This is an optimization exercise on Yosys and OpenROAD, whose aim is small area, not a production implementation.
In this exercise RTL edits were held to simulation tests only and were not proved equivalent to the original.
The clock input has no modelled driver; a real chip could not lean on it and would need a root buffer or a full tree.
Power is estimated from default activity; no workload was simulated.

## v44
Design UART_TOP, start of the top module:
module UART_TOP #(
    parameter RX_BUFFER_SIZE = 8,
    parameter TX_BUFFER_SIZE = 8,
    parameter CLK_FRQ        = 27000000,
    parameter UART_BOUAD     = 115200)
(
    input clk,
    input n_rst,
    input rx,
    input [7:0] data_in,
    input data_in_sync,
    input data_out_sync,
    output tx,
    output [7:0] data_out,
    output full_out,
    output valid_out,
    output full_in);
clock: 10.0 ns
lec_check: 0
cap_margin: 10
core_margin: 2
core_utilization: 65
slew_margin: 10
standard.sh (not shown) runs the stock make flow with config.mk's settings and CLKGATE_MAP_FILE= SYNTH_SCRIPT=/design/flow/synth_recipe.tcl, a recipe that flattens the netlist after the stock synthesis.
==> flow/flow/run.sh <==
#!/bin/bash
# Layout flow: the standard flow (standard.sh) with
#  - synthesis re-run with flow/synth.tcl once per ABC script in flow/abc/
#    (variants of Yosys's default liberty mapping, one with &deepsyn
#    first; no adder cell mapping);
#    the netlist with the smallest cell area is kept. Each netlist's
#    registers are checked to be the same instances and cell types as the
#    standard synthesis gives; if none passes, the standard one is used;
#  - port buffers of the smallest buffer cell;
#  - clock tree: after the standard CTS step has built its tree,
#    flow/post_cts.tcl (the POST_CTS_TCL hook of ORFS's cts.tcl) replaces
#    it by a root buffer and 4x4 leaf buffers over groups of registers.
# Each tool run's output goes to a log_*.txt file here.
set -euo pipefail
HERE=$PWD
RES=$HERE/orfs/results/sky130hd/UART_TOP/base
REP=$HERE/orfs/reports/sky130hd/UART_TOP/base

regs() { grep -oE '^\s*sky130_fd_sc_hd__(e?df|sdf|dl)[a-z0-9_]*\s+\S+' "$1" | sed 's/^\s*//' | sort; }
clean_synth() { rm -f $RES/1_2_yosys.v $RES/1_2_yosys.sdc $RES/1_synth.odb $RES/1_synth.sdc; }

# 1. the standard synthesis, kept for the register check
bash standard.sh synth > log_synth_standard.txt 2>&1
cp $RES/1_2_yosys.v standard_1_2_yosys.v
regs standard_1_2_yosys.v > regs_standard.txt

# 2. own synthesis, one run per ABC script
sed -e "s#SYNTH_SCRIPT=[^ ]*#SYNTH_SCRIPT=$HERE/flow/synth.tcl ADDER_MAP_FILE=#" standard.sh > own.sh
best=""
best_area=""
for s in $HERE/flow/abc/*.script; do
  n=$(basename $s .script)
  clean_synth
  if OWN_ABC_SCRIPT=$s bash own.sh synth > log_synth_own_$n.txt 2>&1 && [ -f $RES/1_2_yosys.v ]; then
    regs $RES/1_2_yosys.v > regs_own_$n.txt
    if cmp -s regs_standard.txt regs_own_$n.txt; then
      a=$(grep 'Chip area' $REP/synth_stat.txt | awk '{print $NF}')
      echo "$n $a" >> synth_areas.txt
      if [ -z "$best" ] || awk -v a=$a -v b=$best_area 'BEGIN{exit !(a<b)}'; then
        best=$s; best_area=$a
      fi
    else
      echo "$n registers differ from the standard synthesis" >> synth_areas.txt
    fi
  else
    echo "$n failed" >> synth_areas.txt
  fi
done
clean_synth
if [ -n "$best" ]; then
  echo "using $best ($best_area)" >> synth_areas.txt
  export OWN_ABC_SCRIPT=$best
  bash own.sh synth > log_synth_own.txt 2>&1
else
  echo "using the standard synthesis" >> synth_areas.txt
  cp standard.sh own.sh
  bash own.sh synth > log_synth_own.txt 2>&1
fi

# 3. the rest of the standard flow
export CTS_ARGS="-sink_clustering_enable -repair_clock_nets -dont_use_dummy_load -buf_list sky130_fd_sc_hd__clkbuf_8"
export BUFFER_PORTS_ARGS="-buffer_cell sky130_fd_sc_hd__buf_1"
export POST_CTS_TCL=$HERE/flow/post_cts.tcl
export OWN_CTS_KX=4 OWN_CTS_KY=4
export OWN_CTS_ROOT=sky130_fd_sc_hd__clkbuf_8 OWN_CTS_LEAF=sky130_fd_sc_hd__clkbuf_4
bash own.sh finish > log_finish.txt 2>&1
==> flow/flow/post_cts.tcl <==
# Replaces the H-tree from clock_tree_synthesis by a two-level tree:
# the clock port drives one root buffer, which drives KX*KY leaf buffers,
# each driving the clock pins of one group of registers (grouped by
# position: KX columns, each cut into KY rows). Then the new buffers are
# legalized and hold is repaired as in the standard CTS step.
proc own_clock_tree { kx ky rootname leafname } {
  set block [ord::get_db_block]
  set db [ord::get_db]
  set rootm [$db findMaster $rootname]
  set leafm [$db findMaster $leafname]
  set clknet [[$block findBTerm clk] getNet]

  # registers' clock pins, reached from the port through the CTS buffers
  set sinks {}
  set bufs {}
  set todo [list $clknet]
  while { [llength $todo] } {
    set n [lindex $todo 0]
    set todo [lrange $todo 1 end]
    foreach it [$n getITerms] {
      if { ![$it isInputSignal] } { continue }
      set inst [$it getInst]
      if { [string match "sky130_fd_sc_hd__clkbuf_*" [[$inst getMaster] getName]] } {
        lappend bufs $inst
        foreach o [$inst getITerms] {
          if { [$o isOutputSignal] && [$o getNet] != "NULL" } { lappend todo [$o getNet] }
        }
      } else {
        lappend sinks $it
      }
    }
  }
  puts "own_clock_tree: [llength $sinks] clock pins, replacing [llength $bufs] buffers"

  set oldnets {}
  foreach inst $bufs {
    foreach o [$inst getITerms] {
      set n [$o getNet]
      if { $n != "NULL" && [$o isOutputSignal] } { lappend oldnets $n }
      $o disconnect
    }
    odb::dbInst_destroy $inst
  }
  foreach it $sinks { $it disconnect }
  foreach n $oldnets { odb::dbNet_destroy $n }

  set pts {}
  set sx 0
  set sy 0
  foreach it $sinks {
    set b [[$it getInst] getBBox]
    set x [expr { ([$b xMin] + [$b xMax]) / 2 }]
    set y [expr { ([$b yMin] + [$b yMax]) / 2 }]
    incr sx $x
    incr sy $y
    lappend pts [list $x $y $it]
  }
  set n [llength $pts]

  set root [odb::dbInst_create $block $rootm "clkbuf_own_root"]
  set rootnet [odb::dbNet_create $block "clknet_own_root"]
  $rootnet setSigType CLOCK
  [$root findITerm A] connect $clknet
  [$root findITerm X] connect $rootnet
  $root setLocation [expr { $sx / $n }] [expr { $sy / $n }]
  $root setPlacementStatus PLACED

  set pts [lsort -integer -index 0 $pts]
  set k 0
  for { set i 0 } { $i < $kx } { incr i } {
    set col [lsort -integer -index 1 \
      [lrange $pts [expr { $i * $n / $kx }] [expr { ($i + 1) * $n / $kx - 1 }]]]
    set m [llength $col]
    for { set j 0 } { $j < $ky } { incr j } {
      set grp [lrange $col [expr { $j * $m / $ky }] [expr { ($j + 1) * $m / $ky - 1 }]]
      set gx 0
      set gy 0
      foreach p $grp {
        incr gx [lindex $p 0]
        incr gy [lindex $p 1]
      }
      set leaf [odb::dbInst_create $block $leafm "clkbuf_own_$k"]
      set net [odb::dbNet_create $block "clknet_own_$k"]
      $net setSigType CLOCK
      [$leaf findITerm A] connect $rootnet
      [$leaf findITerm X] connect $net
      foreach p $grp { [lindex $p 2] connect $net }
      $leaf setLocation [expr { $gx / [llength $grp] }] [expr { $gy / [llength $grp] }]
      $leaf setPlacementStatus PLACED
      incr k
    }
  }
}

own_clock_tree $::env(OWN_CTS_KX) $::env(OWN_CTS_KY) $::env(OWN_CTS_ROOT) $::env(OWN_CTS_LEAF)
detailed_placement
set_propagated_clock [all_clocks]
estimate_parasitics -placement
repair_timing_helper
detailed_placement
check_placement -verbose
report_clock_skew
Other scripts of this flow, unchanged in this note and not shown: flow/flow/abc/a1.script, flow/flow/abc/a2.script, flow/flow/abc/a3.script, flow/flow/abc/a4.script, flow/flow/abc/a5.script, flow/flow/abc/a6.script, flow/flow/abc/a7.script, flow/flow/synth.tcl
## Diff of input files: v17 against v44
# v44
export LEC_CHECK = 0
export CAP_MARGIN = 10
export CORE_MARGIN = 2
export CORE_UTILIZATION = 65
export SLEW_MARGIN = 10
create_clock -name core_clock -period 10.0 [get_ports {clk}]
# v17
export LEC_CHECK = 0
export CAP_MARGIN = 5
export CORE_MARGIN = 2
export CORE_UTILIZATION = 74
export SLEW_MARGIN = 5
create_clock -name core_clock -period 10.0 [get_ports {clk}]
diff --git a/flow/flow/run.sh b/flow/flow/run.sh
--- a/flow/flow/run.sh
+++ b/flow/flow/run.sh
@@ -64,3 +64,3 @@
 export OWN_CTS_KX=4 OWN_CTS_KY=4
-export OWN_CTS_ROOT=sky130_fd_sc_hd__clkbuf_8 OWN_CTS_LEAF=sky130_fd_sc_hd__clkbuf_4
+export OWN_CTS_ROOT=sky130_fd_sc_hd__clkbuf_4 OWN_CTS_LEAF=sky130_fd_sc_hd__clkbuf_4
 bash own.sh finish > log_finish.txt 2>&1
[summary]
Taking v44 as the reference, in v17 slack of the critical path down 250 ps, fmax went down 6.2%, fraction of the cycle the final worst path needs climbed 2.5 points. Run comparison: v17 startpoint of the worst setup timing path tx_module.s[1]; v44 startpoint of the worst setup timing path tx_module.s[0].
What v41 does differently from v17 at the input level:
# v17
export LEC_CHECK = 0
export CAP_MARGIN = 5
export CORE_MARGIN = 2
export CORE_UTILIZATION = 74
export SLEW_MARGIN = 5
create_clock -name core_clock -period 10.0 [get_ports {clk}]
# v41
export LEC_CHECK = 0
export CAP_MARGIN = 5
export CORE_MARGIN = 2
export CORE_UTILIZATION = 70
export SLEW_MARGIN = 5
create_clock -name core_clock -period 10.0 [get_ports {clk}]
diff --git a/flow/flow/run.sh b/flow/flow/run.sh
--- a/flow/flow/run.sh
+++ b/flow/flow/run.sh
@@ -64,3 +64,3 @@
 export OWN_CTS_KX=4 OWN_CTS_KY=4
-export OWN_CTS_ROOT=sky130_fd_sc_hd__clkbuf_4 OWN_CTS_LEAF=sky130_fd_sc_hd__clkbuf_4
+export OWN_CTS_ROOT=sky130_fd_sc_hd__clkbuf_8 OWN_CTS_LEAF=sky130_fd_sc_hd__clkbuf_4
 bash own.sh finish > log_finish.txt 2>&1
==> summary.txt <==
Sequential power share delta for v41 relative to v17: 0.3 points lower. Summary of the comparison: cell row count is higher in v41, relative to v17. On met3 usage, v17 tracks v41 almost exactly.
No run of this note takes its clock network from TritonCTS; it comes from the design's own scripts or RTL.

[static timing again, ports no longer ideal]
No port has a modelled driver above. Below, the same layouts with a new extraction and two added sets of constraints. Step 1 assumes that a clkbuf_16 drives the clock port and a buf_2 every other input. Step 2, shift: input delay + t, output delay - t, t = (earliest + latest rising clock arrival at the registers) / 2. This alone moves slack from input paths to output paths. a / b / c = ideal / step 1 / step 2; a / b = the first two.
run | t, ns | slack for setup (ns) | worst slew at a driven data input, ns | pins driven straight from the clock port
v44 | 0.448 | 6.249 / 6.218 / 6.204 | 0.04 | 1
v17 | 0.566 | 6.001 / 5.969 / 6.113 | 0.04 | 1
v41 | 0.450 | 6.232 / 6.200 / 6.244 | 0.05 | 1
After both steps setup and hold are still met in every run listed. The setup slack of v44, which loses most, moves by -0.031 ns with the drivers and by -0.045 ns with both steps.
